This design comes from an exercise in tuning for small area on the open sky130 flow, not from production work.
Function was checked by simulation only, so behaviour that the tests miss may differ from the original.
No driver is modelled on the clock port, so clocking that relies on it looks cheaper here than on a real chip.
Power and IR drop assume default switching activity.

==> 02-24: inputs <==
## System
module System(
	clk,
	rst,
	mbed,
	select,
	GreenBlueServoOut,
	RedServoOut,
	BinRecycleServoOut,
	RedBlueServoOut,
	GreenOtherServoOut,
	dispenseBlueLED,
	dispenseComplete,
	dispenseGreenLED,
	dispenseRedLED,
	mainState,
	mbedOutput,
	results,
	sortBlueLED,
	sortComplete,
	sortGreenLED,
	sortRedLED
);
clock: 10.0 ns
lec_check: 0
cap_margin: 20
core_margin: 2
core_utilization: 60
slew_margin: 20
standard.sh (not shown) runs the stock make flow with config.mk's settings and CLKGATE_MAP_FILE= SYNTH_SCRIPT=/design/flow/synth_recipe.tcl, a recipe that flattens the netlist after the stock synthesis.
==> flow/flow/run.sh <==
#!/bin/bash
# Own layout flow: the standard ORFS flow (standard.sh, unchanged synthesis),
# with smaller port buffers and a clock tree without dummy loads.
set -euo pipefail
export BUFFER_PORTS_ARGS="-buffer_cell sky130_fd_sc_hd__buf_1"
export CTS_ARGS="-sink_clustering_enable -repair_clock_nets -dont_use_dummy_load -root_buf sky130_fd_sc_hd__clkbuf_4 -buf_list sky130_fd_sc_hd__clkbuf_4"
export POST_CTS_TCL="$PWD/flow/post_cts.tcl"
bash standard.sh synth     > log_1_synth.log     2>&1
bash standard.sh floorplan > log_2_floorplan.log 2>&1
bash standard.sh place     > log_3_place.log     2>&1
bash standard.sh cts       > log_4_cts.log       2>&1
bash standard.sh route     > log_5_route.log     2>&1
bash standard.sh finish    > log_6_finish.log    2>&1
==> flow/flow/post_cts.tcl <==
proc fix_clock_leaf_slew { limit } {
  estimate_parasitics -placement
  set n 0
  foreach inst [[ord::get_db_block] getInsts] {
    set m [[$inst getMaster] getName]
    if { $m ne "sky130_fd_sc_hd__clkbuf_4" } { continue }
    set worst 0.0
    foreach it [$inst getITerms] {
      if { ![$it isOutputSignal] } { continue }
      set net [$it getNet]
      if { $net eq "NULL" } { continue }
      foreach sink [$net getITerms] {
        if { [$sink isOutputSignal] } { continue }
        set pin [get_pins [[$sink getInst] getName]/[[$sink getMTerm] getName]]
        set s [get_property $pin slew_max]
        if { $s > $worst } { set worst $s }
      }
    }
    if { $worst > $limit } {
      replace_cell [get_cells [$inst getName]] sky130_fd_sc_hd__clkbuf_8
      incr n
    }
  }
  puts "fix_clock_leaf_slew: upsized $n clock buffers"
  return $n
}

fix_clock_leaf_slew 0.100
set result [catch { detailed_placement } msg]
if { $result != 0 } { error "Detailed placement failed after clock buffer upsizing: $msg" }
check_placement -verbose
==> 07-09 (differences from 02-24) <==
--- a/flow/design.v
+++ b/flow/design.v
@@ -171,206 +171,188 @@
 			endcase
 		end
 	end
 wire       sStart = select ? mSS : cOut[0];
 wire [2:0] sCol   = select ? mSortColour : cOut[3:1];
 reg  [2:0]  sChk;
 reg         sUsed;
 reg         sCmpR;
-reg  [3:0]  sState;
+reg  [2:0]  sC;		 
+reg  [1:0]  sPh;	 
 reg  [16:0] sPause;
 reg         sBR;	 
 wire [2:0] sReg  = sUsed ? 3'b111 : sChk;
-wire       sIdle = sState == 4'd0;
+wire       sIdle = sPh == 2'd0;
 wire       sTake = sStart & sIdle & ~(sReg[2] & sReg[1]);
 wire       sP    = |sPause;
-reg        sHit, sLast;
-wire [3:0] sNext;
+wire       sLift = sC[2] & sC[0];		 
+wire       sBin  = (sC == 3'd3) | (sC == 3'd4);	 
+wire       sLast = (sPh == 2'd3) | ((sPh == 2'd2) & ~sC[2] & ~(sC[1] & sC[0]));
+wire m5000   = (sPause & 17'd5000)   == 17'd5000;
+wire m10000  = (sPause & 17'd10000)  == 17'd10000;
+wire m20000  = (sPause & 17'd20000)  == 17'd20000;
+wire m100000 = (sPause & 17'd100000) == 17'd100000;
+reg        sHit;
 always @* begin
-	case (sState)
-		4'd2, 4'd4, 4'd6, 4'd9, 4'd12:
-			sHit = (sPause & 17'd5000) == 17'd5000;
-		4'd14:
-			sHit = (sPause & 17'd10000) == 17'd10000;
-		4'd13, 4'd15:
-			sHit = (sPause & 17'd100000) == 17'd100000;
-		default:
-			sHit = (sPause & 17'd20000) == 17'd20000;
-	endcase
-	case (sState)
-		4'd2, 4'd4, 4'd6, 4'd9, 4'd12, 4'd15: sLast = 1'b1;
-		default: sLast = 1'b0;
+	case (sPh)
+		2'd1: sHit = sLift ? m100000 : m20000;
+		2'd2: sHit = sLift ? m10000 : sBin ? m20000 : m5000;
+		default: sHit = sLift ? m100000 : m5000;
 	endcase
 end
 always @(posedge clk)
 	if (rst) begin
 		sUsed  <= 1'b0;
 		sCmpR  <= 1'b0;
-		sState <= 4'd0;
+		sPh    <= 2'd0;
 		sPause <= 17'd0;
 		sBR    <= 1'b0;
 	end else begin
 		sPause <= (sStart & ~sIdle & sHit) ? 17'd0 : sPauseInc;
 		if (sTake)
 			sUsed <= 1'b1;
 		else if (sCol != sChk)
 			sUsed <= 1'b0;
 		if (sStart & ~sIdle & sHit & sLast)
 			sCmpR <= 1'b1;
 		else if (sCol != sChk)
 			sCmpR <= 1'b0;
 		if (sStart) begin
 			if (sIdle) begin
 				if (sTake)
-					case (sReg)
-						3'd0: sState <= 4'd1;
-						3'd1: sState <= 4'd3;
-						3'd2: sState <= 4'd5;
-						3'd3: sState <= 4'd7;
-						3'd4: sState <= 4'd10;
-						default: sState <= 4'd13;
-					endcase
+					sPh <= 2'd1;
 			end else if (sHit)
-				sState <= sLast ? 4'd0 : sNext;
-			if (sState == 4'd7) sBR <= 1'b1;
-			if (sState == 4'd8 && sHit) sBR <= 1'b0;
-			if (sState == 4'd10) sBR <= 1'b0;
-			if (sState == 4'd11 && sHit) sBR <= 1'b1;
+				sPh <= sLast ? 2'd0 : sPh + 1'b1;
+			if (sPh == 2'd1 && sC == 3'd3) sBR <= 1'b1;
+			if (sPh == 2'd2 && sC == 3'd3 && sHit) sBR <= 1'b0;
+			if (sPh == 2'd1 && sC == 3'd4) sBR <= 1'b0;
+			if (sPh == 2'd2 && sC == 3'd4 && sHit) sBR <= 1'b1;
 		end
 	end
+always @(posedge clk)
+	if (sTake) sC <= sReg;
 assign sCmp = sCmpR;
-assign sortRedLED   = (sState == 4'd1 & sP) | (sState == 4'd2);
-assign sortGreenLED = (sState == 4'd3 & sP) | (sState == 4'd4);
-assign sortBlueLED  = (sState == 4'd5 & sP) | (sState == 4'd6);
+wire sRun1 = (sPh == 2'd1) & sP;	 
+wire sLit  = sRun1 | (sPh == 2'd2);
+assign sortRedLED   = sLit & (sC == 3'd0);
+assign sortGreenLED = sLit & (sC == 3'd1);
+assign sortBlueLED  = sLit & (sC == 3'd2);
 assign sortComplete = sCmpR;
 wire       dStart = select ? mDS : cOut[4];
 wire [1:0] dCol   = select ? mDispense : cOut[6:5];
 reg  [1:0]  dChk;
 reg         dUsed;
 reg         dCmpR;
-reg  [3:0]  dState;
+reg  [1:0]  dC;		 
+reg  [1:0]  dPh;	 
 reg  [14:0] dPause;
 wire [1:0] dReg  = dUsed ? 2'b11 : dChk;
-wire       dIdle = dState == 4'd0;
+wire       dIdle = dPh == 2'd0;
 wire       dTake = dStart & dIdle & ~(dReg[1] & dReg[0]);
 wire       dP    = |dPause;
-reg        dHit, dLast;
-wire [3:0] dNext;
+wire       dRed  = dC == 2'd0;
+wire       dLast = dPh == 2'd3;
+reg        dHit;
 always @* begin
-	case (dState)
-		4'd2:       dHit = (dPause & 15'd30000) == 15'd30000;
-		4'd4, 4'd7: dHit = (dPause & 15'd15000) == 15'd15000;
-		4'd1:       dHit = 1'b1;
-		default:    dHit = (dPause & 15'd20000) == 15'd20000;
-	endcase
-	case (dState)
-		4'd3, 4'd6, 4'd9: dLast = 1'b1;
-		default: dLast = 1'b0;
+	case (dPh)
+		2'd1:    dHit = dRed | ((dPause & 15'd15000) == 15'd15000);
+		2'd2:    dHit = dRed ? ((dPause & 15'd30000) == 15'd30000)
+		                     : ((dPause & 15'd20000) == 15'd20000);
+		default: dHit = (dPause & 15'd20000) == 15'd20000;
 	endcase
 end
 always @(posedge clk)
 	if (rst) begin
 		dUsed  <= 1'b0;
 		dCmpR  <= 1'b0;
-		dState <= 4'd0;
+		dPh    <= 2'd0;
 		dPause <= 15'd0;
 	end else begin
 		dPause <= (dStart & ~dIdle & dHit) ? 15'd0 : dPauseInc;
 		if (dTake)
 			dUsed <= 1'b1;
 		else if (dCol != dChk)
 			dUsed <= 1'b0;
 		if (dStart & ~dIdle & dHit & dLast)
 			dCmpR <= 1'b1;
 		else if (dCol != dChk)
 			dCmpR <= 1'b0;
 		if (dStart) begin
 			if (dIdle) begin
 				if (dTake)
-					case (dReg)
-						2'd0: dState <= 4'd1;
-						2'd1: dState <= 4'd4;
-						default: dState <= 4'd7;
-					endcase
+					dPh <= 2'd1;
 			end else if (dHit)
-				dState <= dLast ? 4'd0 : dNext;
+				dPh <= dPh + 1'b1;	 
 		end
 	end
+always @(posedge clk)
+	if (dTake) dC <= dReg;
 always @(posedge clk) begin
 	{cOut[6:5], cOut[3:1]} <= {cChk[6:5], cChk[3:1]};
 	mbD  <= rst ? 7'd0 : mbed;
 	selD <= ~rst & select;
 	sChk <= sCol;
 	dChk <= dCol;
 end
 assign dCmp = dCmpR;
-assign dispenseRedLED   = (dState == 4'd2) | (dState == 4'd3);
-assign dispenseGreenLED = (dState == 4'd4 & dP) | (dState == 4'd5) | (dState == 4'd6);
-assign dispenseBlueLED  = (dState == 4'd7 & dP) | (dState == 4'd8) | (dState == 4'd9);
+wire dLit = ((dPh == 2'd1) & dP) | dPh[1];	 
+assign dispenseRedLED   = dRed & dPh[1];
+assign dispenseGreenLED = (dC == 2'd1) & dLit;
+assign dispenseBlueLED  = (dC == 2'd2) & dLit;
 assign dispenseComplete = dCmpR;
 assign mainState  = mState;
 assign results    = {1'b0, mRes};
 assign mbedOutput = select ? {1'b0, mRes} : cMo;
-wire [1:0] nRB = (sState == 4'd1 & sP) ? 2'd1 : (sState == 4'd5 & sP) ? 2'd2 : 2'd0;
-wire [1:0] nGO = (sState == 4'd3 & sP) ? 2'd1 :
-                 ((sState == 4'd7 | sState == 4'd10) & sP) ? 2'd2 : 2'd0;
+wire [1:0] nRB = (sRun1 & sC == 3'd0) ? 2'd1 : (sRun1 & sC == 3'd2) ? 2'd3 : 2'd2;
+wire [1:0] nGO = (sRun1 & sC == 3'd1) ? 2'd1 : (sRun1 & sBin) ? 2'd2 : 2'd0;
 wire       nBR = sBR;
-wire       nRD = dState == 4'd2;
-reg  [2:0] nGB;
-always @* begin
-	case (dState)
-		4'd4: nGB = dP ? 3'd1 : 3'd0;
-		4'd5: nGB = dP ? 3'd2 : 3'd1;
-		4'd6: nGB = dP ? 3'd0 : 3'd2;
-		4'd7: nGB = dP ? 3'd3 : 3'd0;
-		4'd8: nGB = dP ? 3'd4 : 3'd3;
-		4'd9: nGB = dP ? 3'd0 : 3'd4;
-		default: nGB = 3'd0;
-	endcase
-end
-wire [1:0] eRB = (mRB == 2'd0) ? nRB : (mRB == 2'd1) ? 2'd1 : (mRB == 2'd2) ? 2'd0 : 2'd2;
+wire       nRD = dRed & (dPh == 2'd2);
+wire       gbA = ~dRed & (((dPh == 2'd1) & dP) | ((dPh == 2'd2) & ~dP));
+wire       gbB = ~dRed & (((dPh == 2'd2) & dP) | ((dPh == 2'd3) & ~dP));
+wire [2:0] nGB = {(gbA & dC[1]) | (gbB & ~dC[1]), gbA | (gbB & dC[1]), gbB & dC[1]};
+wire [1:0] eRB = (mRB == 2'd0) ? nRB : mRB;
 wire [1:0] eGO = mGO[2] ? mGO[1:0] : nGO;
 wire       eBR = mBR[1] ? mBR[0] : nBR;
 wire       eRD = mRd[1] ? mRd[0] : nRD;
-wire [2:0] eGB = (mGB == 2'd0) ? nGB : (mGB == 2'd1) ? 3'd5 : (mGB == 2'd2) ? 3'd1 : 3'd4;
+wire [2:0] eGB = (mGB == 2'd0) ? nGB : {1'b0, mGB};
 reg  [13:0] pwmCnt;
 reg         pwmRun;	 
 reg  [1:0]  pRB, pGO;
 reg         pBR, pRD;
 reg  [2:0]  pGB;
 reg         oRB, oGO, oBR, oRD, oGB;
 wire [11:0] pc = pwmCnt[13:2];
 assign r0 = ~pwmRun & (pwmCnt[1:0] == 2'd0);	 
 wire pcZ = pc == 12'd0;
 wire k0  = pcZ & (pwmCnt[1:0] == 2'd0);
 wire k2  = pcZ & (pwmCnt[1:0] == 2'd2);
 reg eRBq, eGOq, eBRq, eRDq, eGBq;
 always @* begin
 	case (pRB)
 		2'd1: eRBq = &{pc[9], pc[5:3], pc[1]};		 
-		2'd2: eRBq = &{pc[7], pc[5:3], pc[0]};		 
+		2'd3: eRBq = &{pc[7], pc[5:3], pc[0]};		 
 		default: eRBq = &{pc[8], pc[6:5], pc[1:0]};	 
 	endcase
 	case (pGO)
 		2'd0: eGOq = &{pc[8], pc[6], pc[4], pc[2]};	 
 		2'd1: eGOq = &{pc[6], pc[2:1]};			 
 		2'd2: eGOq = &{pc[9], pc[5:4]};			 
 		default: eGOq = &{pc[8], pc[6:5], pc[1:0]};	 
 	endcase
 	eBRq = pBR ? &{pc[8], pc[6], pc[4:1]}		 
 	           : &{pc[9], pc[6], pc[2]};		 
 	eRDq = pRD ? &{pc[7:6], pc[3]}			 
 	           : &{pc[8:7], pc[5:3]};		 
 	case (pGB)
-		3'd1: eGBq = &{pc[8], pc[6:5], pc[1:0]};	 
-		3'd2: eGBq = &{pc[9], pc[6], pc[3:1]};		 
-		3'd3: eGBq = &{pc[8:7], pc[3], pc[1:0]};	 
-		3'd4: eGBq = &{pc[3], pc[1]};			 
-		3'd5: eGBq = &{pc[9], pc[5], pc[2:1]};		 
+		3'b010: eGBq = &{pc[8], pc[6:5], pc[1:0]};	 
+		3'b100: eGBq = &{pc[9], pc[6], pc[3:1]};	 
+		3'b110: eGBq = &{pc[8:7], pc[3], pc[1:0]};	 
+		3'b011: eGBq = &{pc[3], pc[1]};			 
+		3'b001: eGBq = &{pc[9], pc[5], pc[2:1]};	 
 		default: eGBq = &{pc[8], pc[6:4], pc[2:0]};	 
 	endcase
 end
 always @(posedge clk)
 	if (rst) begin
 		pwmCnt <= 14'd0;
 		pwmRun <= 1'b0;
 		oRB <= 1'b0;
@@ -400,18 +382,16 @@
 assign BinRecycleServoOut = oBR;
 assign RedServoOut        = oRD;
 assign GreenBlueServoOut  = oGB;
 rippleInc #(16) u_cCnt  (.q(cCnt),   .ci(~cChg),               .s(cCntInc));
 rippleInc #(16) u_mCnt  (.q(mCnt),   .ci(~mChg),               .s(mCntInc));
 rippleInc #(15) u_mPause(.q(mPause), .ci(mStart & mTestSt),    .s(mPauseInc));
 rippleInc #(17) u_sPause(.q(sPause), .ci(sStart & ~sIdle),     .s(sPauseInc));
 rippleInc #(15) u_dPause(.q(dPause), .ci(dStart & ~dIdle),     .s(dPauseInc));
-rippleInc #(4)  u_sSt   (.q(sState), .ci(1'b1),                .s(sNext));
-rippleInc #(4)  u_dSt   (.q(dState), .ci(1'b1),                .s(dNext));
 rippleInc #(14) u_pwm   (.q(pwmCnt), .ci(1'b1),                .s(pwmCntInc));
 endmodule
 module rippleInc #(parameter W = 8) (q, ci, s);
 input  [W-1:0] q;
 input          ci;
 output [W-1:0] s;
 wire   [W:0]   c;
 assign c[0] = ci;
==> flow/flow/run.sh (replaced) <==
#!/bin/bash
# Own layout flow: the standard ORFS flow (standard.sh, unchanged synthesis),
# with smaller port buffers, a clock tree without dummy loads built from
# clkbuf_4, and the leaf buffers whose clock pins see a slow slew upsized
# to clkbuf_8 (flow/post_cts.tcl, run at the end of the cts step).
set -euo pipefail
export BUFFER_PORTS_ARGS="-buffer_cell sky130_fd_sc_hd__buf_1"
export CTS_ARGS="-sink_clustering_enable -repair_clock_nets -dont_use_dummy_load -root_buf sky130_fd_sc_hd__clkbuf_4 -buf_list sky130_fd_sc_hd__clkbuf_4"
export POST_CTS_TCL="$PWD/flow/post_cts.tcl"
bash standard.sh synth     > log_1_synth.log     2>&1
bash standard.sh floorplan > log_2_floorplan.log 2>&1
bash standard.sh place     > log_3_place.log     2>&1
bash standard.sh cts       > log_4_cts.log       2>&1
bash standard.sh route     > log_5_route.log     2>&1
bash standard.sh finish    > log_6_finish.log    2>&1
==> flow/config.mk (replaced) <==
export PLATFORM = sky130hd
export DESIGN_NAME = System
export DESIGN_NICKNAME = System
export VERILOG_FILES = /design/flow/design.v
export SDC_FILE = /design/flow/constraint.sdc
export NUM_CORES = 4
export LEC_CHECK = 0
export CAP_MARGIN = 20
export CORE_MARGIN = 2
export CORE_UTILIZATION = 75
export PLACE_DENSITY = 0.9
export SLEW_MARGIN = 20
==> 07-19 (differences from 02-24) <==
--- a/flow/design.v
+++ b/flow/design.v
@@ -40,52 +40,51 @@
 output	[0:0] sortComplete;
 output	[0:0] sortGreenLED;
 output	[0:0] sortRedLED;
 wire [15:0] cCntInc, mCntInc;
 wire [14:0] mPauseInc, dPauseInc;
 wire [16:0] sPauseInc;
 wire [13:0] pwmCntInc;
 wire [6:0] cIn = select ? 7'b1101110 : mbed;
-reg  [6:0] mbD;
-reg        selD;
-wire       r0;
-wire [6:0] cChk = selD ? 7'b1101110 : mbD;	 
+reg  [6:0] cChk;	 
 reg  [6:0] cOut;	 
 reg  [2:0] cMo;
 reg        cSCO, cDCO, cRcv;
 reg  [15:0] cCnt;
 wire cChg  = cChk != cIn;
 wire cWrap = (cCnt & 16'd50000) == 16'd50000;	 
 wire sCmp, dCmp;
 always @(posedge clk)
 	if (rst) begin
+		cChk <= 7'd0;
 		cOut[0] <= 1'b0;
 		cOut[4] <= 1'b0;
 		cMo  <= 3'd0;
 		cSCO <= 1'b0;
 		cDCO <= 1'b0;
 		cRcv <= 1'b0;
 		cCnt <= 16'd0;
 	end else begin
+		cChk <= cIn;
 		cOut[0] <= cChk[0];
 		cOut[4] <= cChk[4];
 		cMo  <= {cDCO, cSCO, cRcv};
 		cSCO <= ~cChg & (cSCO | sCmp);
 		cDCO <= ~cChg & (cDCO | dCmp);
 		if (cChg)
 			cRcv <= 1'b1;
 		else if (cWrap)
 			cRcv <= 1'b0;
 		cCnt <= (cWrap & ~cChg) ? 16'd0 : cCntInc;
 	end
 wire [6:0] mIn = select ? mbed : 7'b0111111;
-wire [5:0]  mY = selD ? mbD[5:0] : {6{~r0}};	 
+reg  [5:0]  mY;		 
 reg         mChg;	 
-wire        mStart = selD & mbD[6];
+reg         mStart;
 reg  [4:0]  mR;		 
 reg  [4:0]  mState;
 reg  [14:0] mPause;
 reg  [15:0] mCnt;
 reg         mRcv, mCmp;
 reg  [1:0]  mRes;
 reg         mAct;	 
 reg  [1:0]  mRB;	 
@@ -103,32 +102,36 @@
 wire       mEnd    = mState == 5'd18;
 wire       mDone   = mStart & ((mSortSt & sCmp) | (mDispSt & dCmp) | (mTestSt & mHit));
 wire       mSS = mAct & mSortSt;
 wire       mDS = mAct & mDispSt;
 wire [2:0] mSortColour = {~mSS, 2'b11};
 wire [1:0] mDispense   = {~mDS | mState[2], ~mDS | mState[0]};
 always @(posedge clk)
 	if (rst) begin
+		mY     <= 6'd0;
 		mChg   <= 1'b0;
+		mStart <= 1'b0;
 		mR     <= 5'd0;
 		mState <= 5'd0;
 		mPause <= 15'd0;
 		mCnt   <= 16'd0;
 		mRcv   <= 1'b0;
 		mCmp   <= 1'b0;
 		mRes   <= 2'd0;
 		mAct   <= 1'b0;
 		mRB    <= 2'd0;
 		mGO    <= 3'd0;
 		mBR    <= 2'd0;
 		mRd    <= 2'd0;
 		mGB    <= 2'd0;
 	end else begin
+		mY     <= mIn[5:0];
 		mChg   <= mIn[5:0] != mY;
+		mStart <= mIn[6];
 		mRes   <= {mCmp, mRcv};
 		if (mChg)
 			mRcv <= 1'b1;
 		else if (mWrap)
 			mRcv <= 1'b0;
 		mCnt <= (mWrap & ~mChg) ? 16'd0 : mCntInc;
 		mPause <= (mStart & mTestSt & mHit) ? 15'd0 : mPauseInc;
 		if (mDone)
@@ -292,18 +295,16 @@
 						default: dState <= 4'd7;
 					endcase
 			end else if (dHit)
 				dState <= dLast ? 4'd0 : dNext;
 		end
 	end
 always @(posedge clk) begin
 	{cOut[6:5], cOut[3:1]} <= {cChk[6:5], cChk[3:1]};
-	mbD  <= rst ? 7'd0 : mbed;
-	selD <= ~rst & select;
 	sChk <= sCol;
 	dChk <= dCol;
 end
 assign dCmp = dCmpR;
 assign dispenseRedLED   = (dState == 4'd2) | (dState == 4'd3);
 assign dispenseGreenLED = (dState == 4'd4 & dP) | (dState == 4'd5) | (dState == 4'd6);
 assign dispenseBlueLED  = (dState == 4'd7 & dP) | (dState == 4'd8) | (dState == 4'd9);
 assign dispenseComplete = dCmpR;
@@ -334,17 +335,16 @@
 wire [2:0] eGB = (mGB == 2'd0) ? nGB : (mGB == 2'd1) ? 3'd5 : (mGB == 2'd2) ? 3'd1 : 3'd4;
 reg  [13:0] pwmCnt;
 reg         pwmRun;	 
 reg  [1:0]  pRB, pGO;
 reg         pBR, pRD;
 reg  [2:0]  pGB;
 reg         oRB, oGO, oBR, oRD, oGB;
 wire [11:0] pc = pwmCnt[13:2];
-assign r0 = ~pwmRun & (pwmCnt[1:0] == 2'd0);	 
 wire pcZ = pc == 12'd0;
 wire k0  = pcZ & (pwmCnt[1:0] == 2'd0);
 wire k2  = pcZ & (pwmCnt[1:0] == 2'd2);
 reg eRBq, eGOq, eBRq, eRDq, eGBq;
 always @* begin
 	case (pRB)
 		2'd1: eRBq = &{pc[9], pc[5:3], pc[1]};		 
 		2'd2: eRBq = &{pc[7], pc[5:3], pc[0]};		 
==> flow/flow/run.sh (replaced) <==
#!/bin/bash
# Own layout flow: the standard ORFS flow (standard.sh, unchanged synthesis),
# with smaller port buffers and a clock tree without dummy loads.
set -euo pipefail
export BUFFER_PORTS_ARGS="-buffer_cell sky130_fd_sc_hd__buf_1"
export CTS_ARGS="-sink_clustering_enable -repair_clock_nets -dont_use_dummy_load -root_buf sky130_fd_sc_hd__clkbuf_4 -buf_list sky130_fd_sc_hd__clkbuf_8"
bash standard.sh synth     > log_1_synth.log     2>&1
bash standard.sh floorplan > log_2_floorplan.log 2>&1
bash standard.sh place     > log_3_place.log     2>&1
bash standard.sh cts       > log_4_cts.log       2>&1
bash standard.sh route     > log_5_route.log     2>&1
bash standard.sh finish    > log_6_finish.log    2>&1
removed: flow/flow/post_cts.tcl
==> comparison table <==
| metric | 07-09 | 02-24 | 07-19 |
|---|---|---|---|
| Sequential fraction of the synthesis area | 44.6% | 41.7% | 43.1% |
| Proportion of cell area occupied by multi-input gates | 50.1% | 52.7% | 50.9% |
| Flip-flop and latch count after synthesis | 175 | 174 | 180 |
| Post-synth net total | 929 | 1002 | 1004 |
| Post-layout net count | 953 | 1023 | 1021 |
| Area share of the largest cell type after synthesis | 39.5% | 38.6% | 40.0% |
| Count of cells along the worst register-to-register path | 22 | 20 | 21 |
| Initial cell density of the core | 76.0% | 61.5% | 61.5% |
| Worst Hold Endpoint | cMo[0] | pwmCnt[0] | cOut[1] |
| Final worst path period share | 58.9% | 58.2% | 58.0% |
| Routed length on met3 | 935 um | 769 um | 747 um |
| Number of fillers in the final layout | 718 | 1135 | 1156 |
| Number of standard cells after synthesis | 823 | 888 | 890 |
| Number of detailed-route iterations in the first pass | 6 | 5 | 5 |
| Syn-to-layout area delta | 4.41% | 4.75% | 5.11% |
| Ant. Diodes | 0 | 0 | 1 |
| Share of total power consumed by net switching | 23.0% | 23.6% | 22.9% |
| Status | timing/DRC/antenna clean | timing/DRC/antenna clean | timing/DRC/antenna clean |
| Detailed placer's ending HPWL | 11.6 mm | 11.6 mm | 11.7 mm |
| Slowest CP cell | buf_1 | a32oi_4 | a41oi_2 |
| Clk. pwr | 329 uW | 335 uW | 358 uW |
| Clock slew at reported path FFs | 0.10 ns | 0.09 ns | 0.09 ns |

[what the ideal ports hide]
Ports are ideal in the flow. The routed layouts listed here were re-timed in OpenROAD. Step 1 assumes that a clkbuf_16 drives the clock port and a buf_2 every other input. Step 2 moves the port delays by t, midway between the first and last clock arrival at a register: inputs arrive t later, outputs are due t later. That takes back most of the time a late clock gives input paths. a / b / c = no drivers / after step 1 / after step 2; a / b = the first two.
run	t, ns	setup WS [ns]	worst setup path after step 2	worst data-port slew with drivers (ns)	pins driven straight from the clock port
02-24	0.470	4.177 / 4.188 / 3.718	input to register	0.03	1
07-09	0.471	4.112 / 4.126 / 3.655	input to register	0.03	1
07-19	0.627	4.198 / 4.216 / 3.589	input to register	0.03	1
After both steps every run listed still meets setup and hold. For 07-19, which loses most, drivers alone change the setup slack by +0.018 ns; drivers and shift together by -0.609 ns.
